This design comes from an exercise in tuning for small area on the open sky130 flow, not from production work. Where RTL was checked, it was by simulation tests only, not by an equivalence proof against the original.

==> job 7726: inputs <==
==> flow/design.v (excerpt) <==
module lidar_system_top (
    input  wire clk,
    input  wire rst,
    input  wire rx,
    output wire tx,
    output wire [15:0] dbg_max_idx,
    output wire [15:0] dbg_min_idx,
    output wire [15:0] dbg_max_dist,
    output wire [15:0] dbg_min_dist,
    output wire [15:0] dbg_obs_alert,
    output wire [15:0] dbg_max_angle,
    output wire [15:0] dbg_min_angle,
    output wire        dbg_angle_done
);
==> flow/config.mk <==
export PLATFORM = sky130hd
export DESIGN_NAME = lidar_system_top
export DESIGN_NICKNAME = lidar_system_top
export VERILOG_FILES = /design/flow/design.v
export SDC_FILE = /design/flow/constraint.sdc
export NUM_CORES = 4
export LEC_CHECK = 0
export CAP_MARGIN = 20
export CORE_MARGIN = 2
export CORE_UTILIZATION = 40
export PLACE_DENSITY = 0.6
export SLEW_MARGIN = 20
==> flow/constraint.sdc <==
create_clock -name core_clock -period 10.0 [get_ports {clk}]
set_input_delay 2.0000 -clock core_clock [delete_from_list [all_inputs] [get_ports {clk}]]
set_output_delay 2.0000 -clock core_clock [all_outputs]
set_load 0.01 [all_outputs]
standard.sh (not shown) runs the stock make flow with config.mk's settings and CLKGATE_MAP_FILE= SYNTH_SCRIPT=/design/flow/synth_recipe.tcl, a recipe that flattens the netlist after the stock synthesis.
==> flow/flow/run.sh <==
#!/bin/bash
# The standard ORFS flow (standard.sh) with these changes:
#  - synthesis: the standard script, but abc maps the logic for area
#    (flow/area.abc), adders included (no ADDER_MAP_FILE); flip-flops are
#    the standard synthesis's
#  - port buffers use sky130_fd_sc_hd__buf_1
#  - clock tree: clkbuf_4 buffers, small sink clusters, no dummy loads
# Tool logs: orfs/logs/..., make output in finish.log.
set -euo pipefail
F=$PWD/flow
export MY_ABC_SCRIPT=$F/area.abc
export BUFFER_PORTS_ARGS="-buffer_cell sky130_fd_sc_hd__buf_1"
export CTS_ARGS="-sink_clustering_enable -repair_clock_nets -dont_use_dummy_load -buf_list sky130_fd_sc_hd__clkbuf_4 -root_buf sky130_fd_sc_hd__clkbuf_8 -sink_clustering_size 10 -sink_clustering_max_diameter 40"
bash standard.sh finish SYNTH_SCRIPT=$F/my_synth.tcl ADDER_MAP_FILE= > finish.log 2>&1
==> flow/flow/area.abc <==
strash
ifraig
dc2
dch -f
amap -m -F 4 -A 16
==> flow/flow/my_synth.tcl <==
# synth_recipe.tcl (the standard synthesis: synth without fsm and share,
# then flattened and renamed) with one change: abc maps the logic with the
# area-oriented script in MY_ABC_SCRIPT instead of ORFS's speed script.
# Flip-flops are mapped before abc runs, so they are the standard ones.
proc synth {args} { yosys synth -nofsm -noshare {*}$args }
proc abc {args} {
  set i [lsearch -exact $args -script]
  if {$i >= 0 && [info exists ::env(MY_ABC_SCRIPT)]} {
    set args [lreplace $args [expr {$i + 1}] [expr {$i + 1}] $::env(MY_ABC_SCRIPT)]
  }
  yosys abc {*}$args
}
source $::env(SCRIPTS_DIR)/synth.tcl
# left out here: clear keep_hierarchy, flatten, clean up, hide names made inside functions, write 1_2_yosys.v
==> job 3362 (differences from job 7726) <==
==> flow/design.v (replaced) <==
`timescale 1ns/1ps
module lidar_system_top (
    input  wire clk,
    input  wire rst,
    input  wire rx,
    output wire tx,
    output wire [15:0] dbg_max_idx,
    output wire [15:0] dbg_min_idx,
    output wire [15:0] dbg_max_dist,
    output wire [15:0] dbg_min_dist,
    output wire [15:0] dbg_obs_alert,
    output wire [15:0] dbg_max_angle,
    output wire [15:0] dbg_min_angle,
    output wire        dbg_angle_done
);
    localparam [15:0] K36 = 16'd36000;
    localparam [15:0] K29 = 16'd29536;           
    reg  [7:0] pre;
    wire       ptick = (pre == 8'd216);
    always @(posedge clk) pre <= (rst || ptick) ? 8'd0 : pre + 8'd1;
    reg  [3:0] ph;
    always @(posedge clk) ph <= rst ? 4'd0 : ph + 4'd1;
    wire p0  = (ph == 4'd0);
    wire p15 = (ph == 4'd15);
    reg        rxs;
    reg        rbusy;
    reg  [5:0] rq;
    reg        rpend;
    wire rsamp = ptick && rbusy && (rq[1:0] == 2'd1);
    always @(posedge clk) rxs <= rx;
    always @(posedge clk) begin
        if (rst) rbusy <= 1'b0;
        else if (ptick) begin
            if (!rbusy) rbusy <= !rxs;
            else if (rsamp && (rq[5:2] == 4'd9)) rbusy <= 1'b0;
        end
    end
    always @(posedge clk) begin
        if (!rbusy) rq <= 6'd0;
        else if (ptick) rq <= rq + 6'd1;
    end
    localparam [3:0] J_IDLE = 4'd0, J_RXBIT = 4'd1, J_COPY = 4'd2, J_ADJ = 4'd3,
                     J_SPAN = 4'd4, J_ADD36 = 4'd5, J_SHIFT = 4'd6, J_CMP = 4'd7,
                     J_SAMP = 4'd8;
    localparam [3:0] P_H1 = 4'd0, P_H2 = 4'd1, P_CT = 4'd2, P_F0 = 4'd3, P_F1 = 4'd4,
                     P_L0 = 4'd5, P_L1 = 4'd6, P_S0 = 4'd7, P_S1 = 4'd8;
    reg  [3:0] js;
    reg  [3:0] st;
    reg  [7:0] ct;
    reg  [7:0] idx;
    reg [15:0] rsh, acc, delta;
    reg        c, ge, sub, neg, gt, lt;
    reg        done;
    reg [15:0] max_dist, min_dist, max_angle, min_angle, obs;
    reg  [7:0] max_idx, min_idx;
    wire op_rxbit = (js == J_RXBIT);
    wire op_copy  = (js == J_COPY);
    wire op_adj   = (js == J_ADJ);
    wire op_span  = (js == J_SPAN);
    wire op_add36 = (js == J_ADD36);
    wire op_shift = (js == J_SHIFT);
    wire op_cmp   = (js == J_CMP);
    wire op_samp  = (js == J_SAMP);
    wire [7:0] byte_in = {rsh[0], rsh[15:9]};
    wire [7:0] idx_inc = idx + 8'd1;
    wire       is_last = (idx_inc == ct);
    wire       first   = (idx == 8'd0);
    wire       last    = (st == P_H1);            
    wire       pow2 = (ct != 8'd0) && ((ct & (ct - 8'd1)) == 8'd0);
    wire [2:0] kk   = pow2 ? {|ct[7:4], ct[7] | ct[6] | ct[3] | ct[2], ct[7] | ct[5] | ct[3] | ct[1]}
                           : 3'd0;
    wire       doshift = (idx[2:0] != kk);
    wire k36b = K36[ph];
    wire k29b = K29[ph];
    wire cin  = p0 ? op_span : c;
    wire fa_a = (op_copy || op_span) ? rsh[0] : op_add36 ? delta[0] : acc[0];
    wire fa_b = op_adj ? k29b : op_span ? ~acc[0] : op_add36 ? k36b : op_samp ? delta[0] : 1'b0;
    wire sum  = fa_a ^ fa_b ^ cin;
    wire cout = (fa_a & fa_b) | (cin & (fa_a ^ fa_b));
    wire ge_new = (sum != k36b) ? sum : (p0 | ge);    
    wire gt_new = (rsh[0] != max_dist[0]) ? rsh[0]       : (!p0 & gt);
    wire lt_new = (rsh[0] != min_dist[0]) ? min_dist[0]  : (!p0 & lt);
    wire max_angle_in = gt ? acc[0] : max_angle[0];
    wire min_angle_in = lt ? acc[0] : min_angle[0];
    always @(posedge clk) begin
        c  <= cout;
        ge <= ge_new;
        rsh   <= {op_rxbit ? (p15 ? rxs : rsh[1]) : rsh[0], rsh[15:1]};
        acc   <= {(op_samp && last) ? max_angle_in : (op_copy || op_adj || op_samp) ? sum : acc[0],
                  acc[15:1]};
        delta <= {(op_samp && last) ? min_angle_in : (op_span || op_add36) ? sum :
                  (op_shift && doshift) ? (p15 ? neg : delta[1]) : delta[0], delta[15:1]};
        if (op_cmp) begin
            gt <= gt_new | (p15 & first);
            lt <= lt_new | (p15 & first);
        end
    end
    always @(posedge clk) begin
        if (rst) begin
            st    <= P_H1;
            js    <= J_IDLE;
            rpend <= 1'b0;
            done  <= 1'b0;
        end else begin
            if (rsamp && (rq[5:2] != 4'd0)) rpend <= 1'b1;
            done <= 1'b0;
            if (p15) begin
                case (js)
                    J_IDLE: if (rpend) begin
                        rpend <= 1'b0;
                        if (rbusy) js <= J_RXBIT;
                        else begin
                            case (st)
                                P_H1: if (byte_in == 8'h55) st <= P_H2;
                                P_H2: if (byte_in == 8'hAA) st <= P_CT;
                                      else if (byte_in != 8'h55) st <= P_H1;
                                P_CT: st <= P_F0;
                                P_F0: st <= P_F1;
                                P_F1: begin st <= P_L0; js <= J_COPY; end
                                P_L0: st <= P_L1;
                                P_L1: begin st <= P_S0; js <= J_SPAN; end
                                P_S0: st <= P_S1;
                                P_S1: begin st <= is_last ? P_H1 : P_S0; js <= J_CMP; end
                                default: st <= P_H1;
                            endcase
                        end
                    end
                    J_SPAN:  js <= cout ? J_SHIFT : J_ADD36;
                    J_ADD36: js <= J_SHIFT;
                    J_SHIFT: if (!doshift) js <= sub ? J_ADJ : J_IDLE;
                    J_CMP:   js <= J_SAMP;
                    J_SAMP:  begin
                        js   <= (!last && !sub && (cout || neg || ge_new)) ? J_ADJ : J_IDLE;
                        done <= last;
                    end
                    default: js <= J_IDLE;
                endcase
            end
        end
    end
    always @(posedge clk) begin
        if (p15 && js == J_IDLE && rpend && !rbusy && st == P_CT) ct <= byte_in;
        if (p15 && op_copy) sub <= ge_new;
        if (p15 && op_adj)  sub <= 1'b1;
        if (p15 && op_span && cout) neg <= 1'b0;
        if (p15 && op_add36) neg <= ~cout;
        if (p15 && js == J_IDLE && st == P_L1) idx <= 8'd0;
        else if (op_shift && p15) idx <= doshift ? idx_inc : 8'd0;
        else if (op_samp && (p0 || (last && idx[7:4] == 4'd0))) idx <= idx_inc;
        if (op_samp && idx[7:4] == 4'd0) begin
            if (p0) obs <= {~|rsh[15:10], obs[15:1]};
            else if (last) obs <= {1'b0, obs[15:1]};
        end
        if (op_samp && p0) begin
            if (gt) max_idx <= idx;
            if (lt) min_idx <= idx;
        end
        if (op_cmp || op_samp) begin
            max_dist <= {(op_samp && gt) ? rsh[0] : max_dist[0], max_dist[15:1]};
            min_dist <= {(op_samp && lt) ? rsh[0] : min_dist[0], min_dist[15:1]};
        end
        if (op_samp) begin
            max_angle <= {max_angle_in, max_angle[15:1]};
            min_angle <= {min_angle_in, min_angle[15:1]};
        end
    end
    reg       tact;
    reg [1:0] tbyte;
    reg [3:0] tbit;
    reg [1:0] tq;
    wire      tend = ptick && (tbit == 4'd8) && (tq == 2'd3);
    always @(posedge clk) begin
        if (rst) tact <= 1'b0;
        else if (done) tact <= 1'b1;
        else if (tend && (tbyte == 2'd3)) tact <= 1'b0;
    end
    always @(posedge clk) begin
        if (!tact) begin
            tbit  <= 4'd14;
            tq    <= 2'd3;
            tbyte <= 2'd0;
        end else if (tend) begin
            tbit  <= 4'd15;
            tq    <= 2'd0;
            tbyte <= tbyte + 2'd1;
        end else if (ptick) begin
            {tbit, tq} <= {tbit, tq} + 6'd1;
        end
    end
    reg        tnext, tcur;
    wire [3:0] tnidx = {tbyte[0], tbit[2:0] + 3'd1};
    always @(posedge clk) begin
        if (ph == tnidx) tnext <= tbyte[1] ? delta[0] : acc[0];
        if (ptick && tq == 2'd3) tcur <= tnext;
    end
    assign tx = ~tact | (tbit[3] ? ~&tbit[2:0] : tcur);
    assign dbg_max_idx    = {8'd0, max_idx};
    assign dbg_min_idx    = {8'd0, min_idx};
    assign dbg_max_dist   = max_dist;
    assign dbg_min_dist   = min_dist;
    assign dbg_obs_alert  = obs;
    assign dbg_max_angle  = max_angle;
    assign dbg_min_angle  = min_angle;
    assign dbg_angle_done = done;
endmodule
==> flow/flow/run.sh (replaced) <==
#!/bin/bash
# Standard synthesis, then the standard ORFS steps with two changes:
#  - port buffers use sky130_fd_sc_hd__buf_1
#  - clock tree: small buffers and sink clusters, no dummy loads
set -euo pipefail
bash standard.sh synth > synth.log 2>&1
export BUFFER_PORTS_ARGS="-buffer_cell sky130_fd_sc_hd__buf_1"
export CTS_ARGS="-sink_clustering_enable -repair_clock_nets -dont_use_dummy_load -buf_list sky130_fd_sc_hd__clkbuf_4 -root_buf sky130_fd_sc_hd__clkbuf_8 -sink_clustering_size 10 -sink_clustering_max_diameter 40"
bash standard.sh finish > finish.log 2>&1
removed: flow/flow/area.abc
removed: flow/flow/my_synth.tcl
==> job 726 (differences from job 7726) <==
--- a/flow/design.v
+++ b/flow/design.v
@@ -10,81 +10,77 @@
     output wire [15:0] dbg_min_dist,
     output wire [15:0] dbg_obs_alert,
     output wire [15:0] dbg_max_angle,
     output wire [15:0] dbg_min_angle,
     output wire        dbg_angle_done
 );
     localparam [15:0] K36 = 16'd36000;
     localparam [15:0] K29 = 16'd29536;           
-    localparam [7:0] PEND = 8'd202;
     reg  [7:0] pre;
-    wire       ptick = (pre == PEND);
-    always @(posedge clk)
-        pre <= (rst || ptick) ? 8'd1 : {pre[6:0], pre[7] ^ pre[5] ^ pre[4] ^ pre[3]};
+    wire       ptick = (pre == 8'd216);
+    always @(posedge clk) pre <= (rst || ptick) ? 8'd0 : pre + 8'd1;
     reg  [3:0] ph;
     always @(posedge clk) ph <= rst ? 4'd0 : ph + 4'd1;
     wire p0  = (ph == 4'd0);
     wire p15 = (ph == 4'd15);
     reg        rxs;
     reg        rbusy;
     reg  [3:0] rqb;
     reg  [1:0] rqq;
+    reg        rpend;
     wire rsamp = ptick && rbusy && (rqq == 2'b01);
     always @(posedge clk) rxs <= rx;
     always @(posedge clk) begin
         if (rst) rbusy <= 1'b0;
         else if (ptick) begin
             if (!rbusy) rbusy <= !rxs;
-            else if (rsamp && (rqb == 4'd11)) rbusy <= 1'b0;
+            else if (rsamp && (rqb == 4'd9)) rbusy <= 1'b0;
         end
     end
     always @(posedge clk) begin
         if (!rbusy) begin
             rqq <= 2'b00;
-            rqb <= 4'd1;
+            rqb <= 4'd0;
         end else if (ptick) begin
             rqq <= {rqq[0], ~rqq[1]};
-            if (rqq == 2'b10) rqb <= {rqb[2:0], rqb[3] ^ rqb[2]};
+            if (rqq == 2'b10) rqb <= rqb + 4'd1;
         end
     end
     localparam [3:0] J_IDLE = 4'd0, J_RXBIT = 4'd1, J_COPY = 4'd2, J_ADJ = 4'd3,
                      J_SPAN = 4'd4, J_ADD36 = 4'd5, J_SHIFT = 4'd6, J_CMP = 4'd7,
-                     J_SAMP = 4'd8, J_PEND = 4'd9, J_CTLD = 4'd10;
+                     J_SAMP = 4'd8;
     localparam [3:0] P_H1 = 4'd0, P_H2 = 4'd1, P_CT = 4'd2, P_F0 = 4'd3, P_F1 = 4'd4,
                      P_L0 = 4'd5, P_L1 = 4'd6, P_S0 = 4'd7, P_S1 = 4'd8;
     reg  [3:0] js;
     reg  [3:0] st;
-    reg  [7:0] ct;                               
+    reg  [7:0] ct;
     reg  [7:0] idx;
     reg [15:0] rsh, acc, delta;
     reg        c, ge, sub, neg, gt, lt;
     reg        done;
     reg [15:0] max_dist, min_dist, max_angle, min_angle, obs;
     reg  [7:0] max_idx, min_idx;
     wire op_rxbit = (js == J_RXBIT);
     wire op_copy  = (js == J_COPY);
     wire op_adj   = (js == J_ADJ);
     wire op_span  = (js == J_SPAN);
     wire op_add36 = (js == J_ADD36);
     wire op_shift = (js == J_SHIFT);
     wire op_cmp   = (js == J_CMP);
     wire op_samp  = (js == J_SAMP);
-    wire op_ctld  = (js == J_CTLD);
     wire [7:0] byte_in = {rsh[0], rsh[15:9]};
     wire [7:0] idx_inc = idx + 8'd1;
-    wire [7:0] ct15    = {ct[0], ct[7:1]};
-    wire       is_last = (idx_inc == ct15) && (ct15 != 8'd0);
+    wire       is_last = (idx_inc == ct);
     wire       first   = (idx == 8'd0);
     wire       last    = (st == P_H1);            
-    wire       pow2 = (ct15 != 8'd0) && ((ct15 & (ct15 - 8'd1)) == 8'd0);
-    wire [2:0] kk   = pow2 ? {|ct15[7:4], ct15[7] | ct15[6] | ct15[3] | ct15[2],
-                              ct15[7] | ct15[5] | ct15[3] | ct15[1]}
+    wire       pow2 = (ct != 8'd0) && ((ct & (ct - 8'd1)) == 8'd0);
+    wire [2:0] kk   = pow2 ? {|ct[7:4], ct[7] | ct[6] | ct[3] | ct[2], ct[7] | ct[5] | ct[3] | ct[1]}
                            : 3'd0;
-    wire       kdone = (idx_inc[2:0] == kk);     
+    wire       doshift = (idx[2:0] != kk);
     wire k36b = K36[ph];
     wire k29b = K29[ph];
     wire cin  = p0 ? op_span : c;
     wire fa_a = (op_copy || op_span) ? rsh[0] : op_add36 ? delta[0] : acc[0];
     wire fa_b = op_adj ? k29b : op_span ? ~acc[0] : op_add36 ? k36b : op_samp ? delta[0] : 1'b0;
     wire sum  = fa_a ^ fa_b ^ cin;
     wire cout = (fa_a & fa_b) | (cin & (fa_a ^ fa_b));
     wire ge_new = (sum != k36b) ? sum : (p0 | ge);    
@@ -94,73 +90,73 @@
     wire min_angle_in = lt ? acc[0] : min_angle[0];
     always @(posedge clk) begin
         c  <= cout;
         ge <= ge_new;
         rsh   <= {op_rxbit ? (p15 ? rxs : rsh[1]) : rsh[0], rsh[15:1]};
         acc   <= {(op_samp && last) ? max_angle_in : (op_copy || op_adj || op_samp) ? sum : acc[0],
                   acc[15:1]};
         delta <= {(op_samp && last) ? min_angle_in : (op_span || op_add36) ? sum :
-                  op_shift ? (p15 ? neg : delta[1]) : delta[0], delta[15:1]};
-        ct    <= {(op_ctld && ph[3]) ? rsh[0] : ct[0], ct[7:1]};
+                  (op_shift && doshift) ? (p15 ? neg : delta[1]) : delta[0], delta[15:1]};
         if (op_cmp) begin
             gt <= gt_new | (p15 & first);
             lt <= lt_new | (p15 & first);
         end
     end
     always @(posedge clk) begin
         if (rst) begin
             st    <= P_H1;
             js    <= J_IDLE;
+            rpend <= 1'b0;
             done  <= 1'b0;
         end else begin
-            if (rsamp && (rqb != 4'd1) && js == J_IDLE) js <= J_PEND;
+            if (rsamp && (rqb != 4'd0)) rpend <= 1'b1;
             done <= 1'b0;
             if (p15) begin
                 case (js)
-                    J_IDLE: ;
-                    J_PEND: begin
-                        js <= J_IDLE;
+                    J_IDLE: if (rpend) begin
+                        rpend <= 1'b0;
                         if (rbusy) js <= J_RXBIT;
                         else begin
                             case (st)
                                 P_H1: if (byte_in == 8'h55) st <= P_H2;
                                 P_H2: if (byte_in == 8'hAA) st <= P_CT;
                                       else if (byte_in != 8'h55) st <= P_H1;
-                                P_CT: begin st <= P_F0; js <= J_CTLD; end
+                                P_CT: st <= P_F0;
                                 P_F0: st <= P_F1;
                                 P_F1: begin st <= P_L0; js <= J_COPY; end
                                 P_L0: st <= P_L1;
                                 P_L1: begin st <= P_S0; js <= J_SPAN; end
                                 P_S0: st <= P_S1;
                                 P_S1: begin st <= is_last ? P_H1 : P_S0; js <= J_CMP; end
                                 default: st <= P_H1;
                             endcase
                         end
                     end
-                    J_SPAN:  js <= !cout ? J_ADD36 : (kk != 3'd0) ? J_SHIFT : sub ? J_ADJ : J_IDLE;
-                    J_ADD36: js <= (kk != 3'd0) ? J_SHIFT : sub ? J_ADJ : J_IDLE;
-                    J_SHIFT: if (kdone) js <= sub ? J_ADJ : J_IDLE;
+                    J_SPAN:  js <= cout ? J_SHIFT : J_ADD36;
+                    J_ADD36: js <= J_SHIFT;
+                    J_SHIFT: if (!doshift) js <= sub ? J_ADJ : J_IDLE;
                     J_CMP:   js <= J_SAMP;
                     J_SAMP:  begin
                         js   <= (!last && !sub && (cout || neg || ge_new)) ? J_ADJ : J_IDLE;
                         done <= last;
                     end
                     default: js <= J_IDLE;
                 endcase
             end
         end
     end
     always @(posedge clk) begin
+        if (p15 && js == J_IDLE && rpend && !rbusy && st == P_CT) ct <= byte_in;
         if (p15 && op_copy) sub <= ge_new;
         if (p15 && op_adj)  sub <= 1'b1;
         if (p15 && op_span && cout) neg <= 1'b0;
         if (p15 && op_add36) neg <= ~cout;
         if (p15 && js == J_IDLE && st == P_L1) idx <= 8'd0;
-        else if (op_shift && p15) idx <= kdone ? 8'd0 : idx_inc;
+        else if (op_shift && p15) idx <= doshift ? idx_inc : 8'd0;
         else if (op_samp && (p0 || (last && idx[7:4] == 4'd0))) idx <= idx_inc;
         if (op_samp && idx[7:4] == 4'd0) begin
             if (p0) obs <= {~|rsh[15:10], obs[15:1]};
             else if (last) obs <= {1'b0, obs[15:1]};
         end
         if (op_samp && p0) begin
             if (gt) max_idx <= idx;
             if (lt) min_idx <= idx;
==> flow/flow/run.sh (replaced) <==
#!/bin/bash
# The standard ORFS flow (standard.sh) with these changes:
#  - synthesis: the standard script, but abc maps the logic for area
#    (flow/area.abc); flip-flops are the standard synthesis's
#  - port buffers use sky130_fd_sc_hd__buf_1
#  - clock tree: clkbuf_4 buffers, small sink clusters, no dummy loads
# Tool logs: orfs/logs/..., make output in finish.log.
set -euo pipefail
F=$PWD/flow
export MY_ABC_SCRIPT=$F/area.abc
export BUFFER_PORTS_ARGS="-buffer_cell sky130_fd_sc_hd__buf_1"
export CTS_ARGS="-sink_clustering_enable -repair_clock_nets -dont_use_dummy_load -buf_list sky130_fd_sc_hd__clkbuf_4 -root_buf sky130_fd_sc_hd__clkbuf_8 -sink_clustering_size 10 -sink_clustering_max_diameter 40"
bash standard.sh finish SYNTH_SCRIPT=$F/my_synth.tcl > finish.log 2>&1
==> flow/flow/area.abc (replaced) <==
strash
ifraig
dc2
dch -f
amap -m -F 2 -A 8
==> summary of the runs <==
The lowest die area belongs to job 7726, the highest to job 3362. Setup slack: job 7726 < job 726 < job 3362. The highest global-route usage belongs to job 7726, the lowest to job 3362. Between job 726 and job 7726, the lower clock skew is in job 7726 (gap 27 ps). The highest first-iteration DRC count belongs to job 7726, the lowest to job 3362. Job 3362 ran to the end with no violations. Job 726 went through all stages and came out clean. Job 7726 produced a clean layout. Utilization, highest first: job 7726, job 726, job 3362.
Function not checked in job 3362: the RTL went through the layout flow alone.

afterwards: timing with drivers on the ports:
The results above use ideal ports. As a check the final layouts listed here were re-extracted and re-timed, cells and wires unchanged. Step 1: set_driving_cell puts a clkbuf_16 on clk and a buf_2 on each other input, an assumption about the parent block. Step 2 adds t to the input delays and takes it off the output delays; t is the mean of the earliest and latest rising clock arrival at the registers after step 1. Input paths then give back, and output paths get back, about the clock's delay inside the block. Slacks: ideal ports / drivers / drivers and shift; pairs: ideal ports / drivers.
| run | t (ns) | slack for setup (ns) | worst slew at a driven data input, ns | pins driven straight from the clock port |
|---|---|---|---|---|
| job 7726 | 0.527 | 6.156 / 6.119 / 6.443 | 0.03 | 1 |
| job 3362 | 0.540 | 6.290 / 6.249 / 6.458 | 0.04 | 1 |
| job 726 | 0.531 | 6.210 / 6.210 / 6.210 | 0.03 | 1 |
After both steps setup and hold are still met in every run listed.
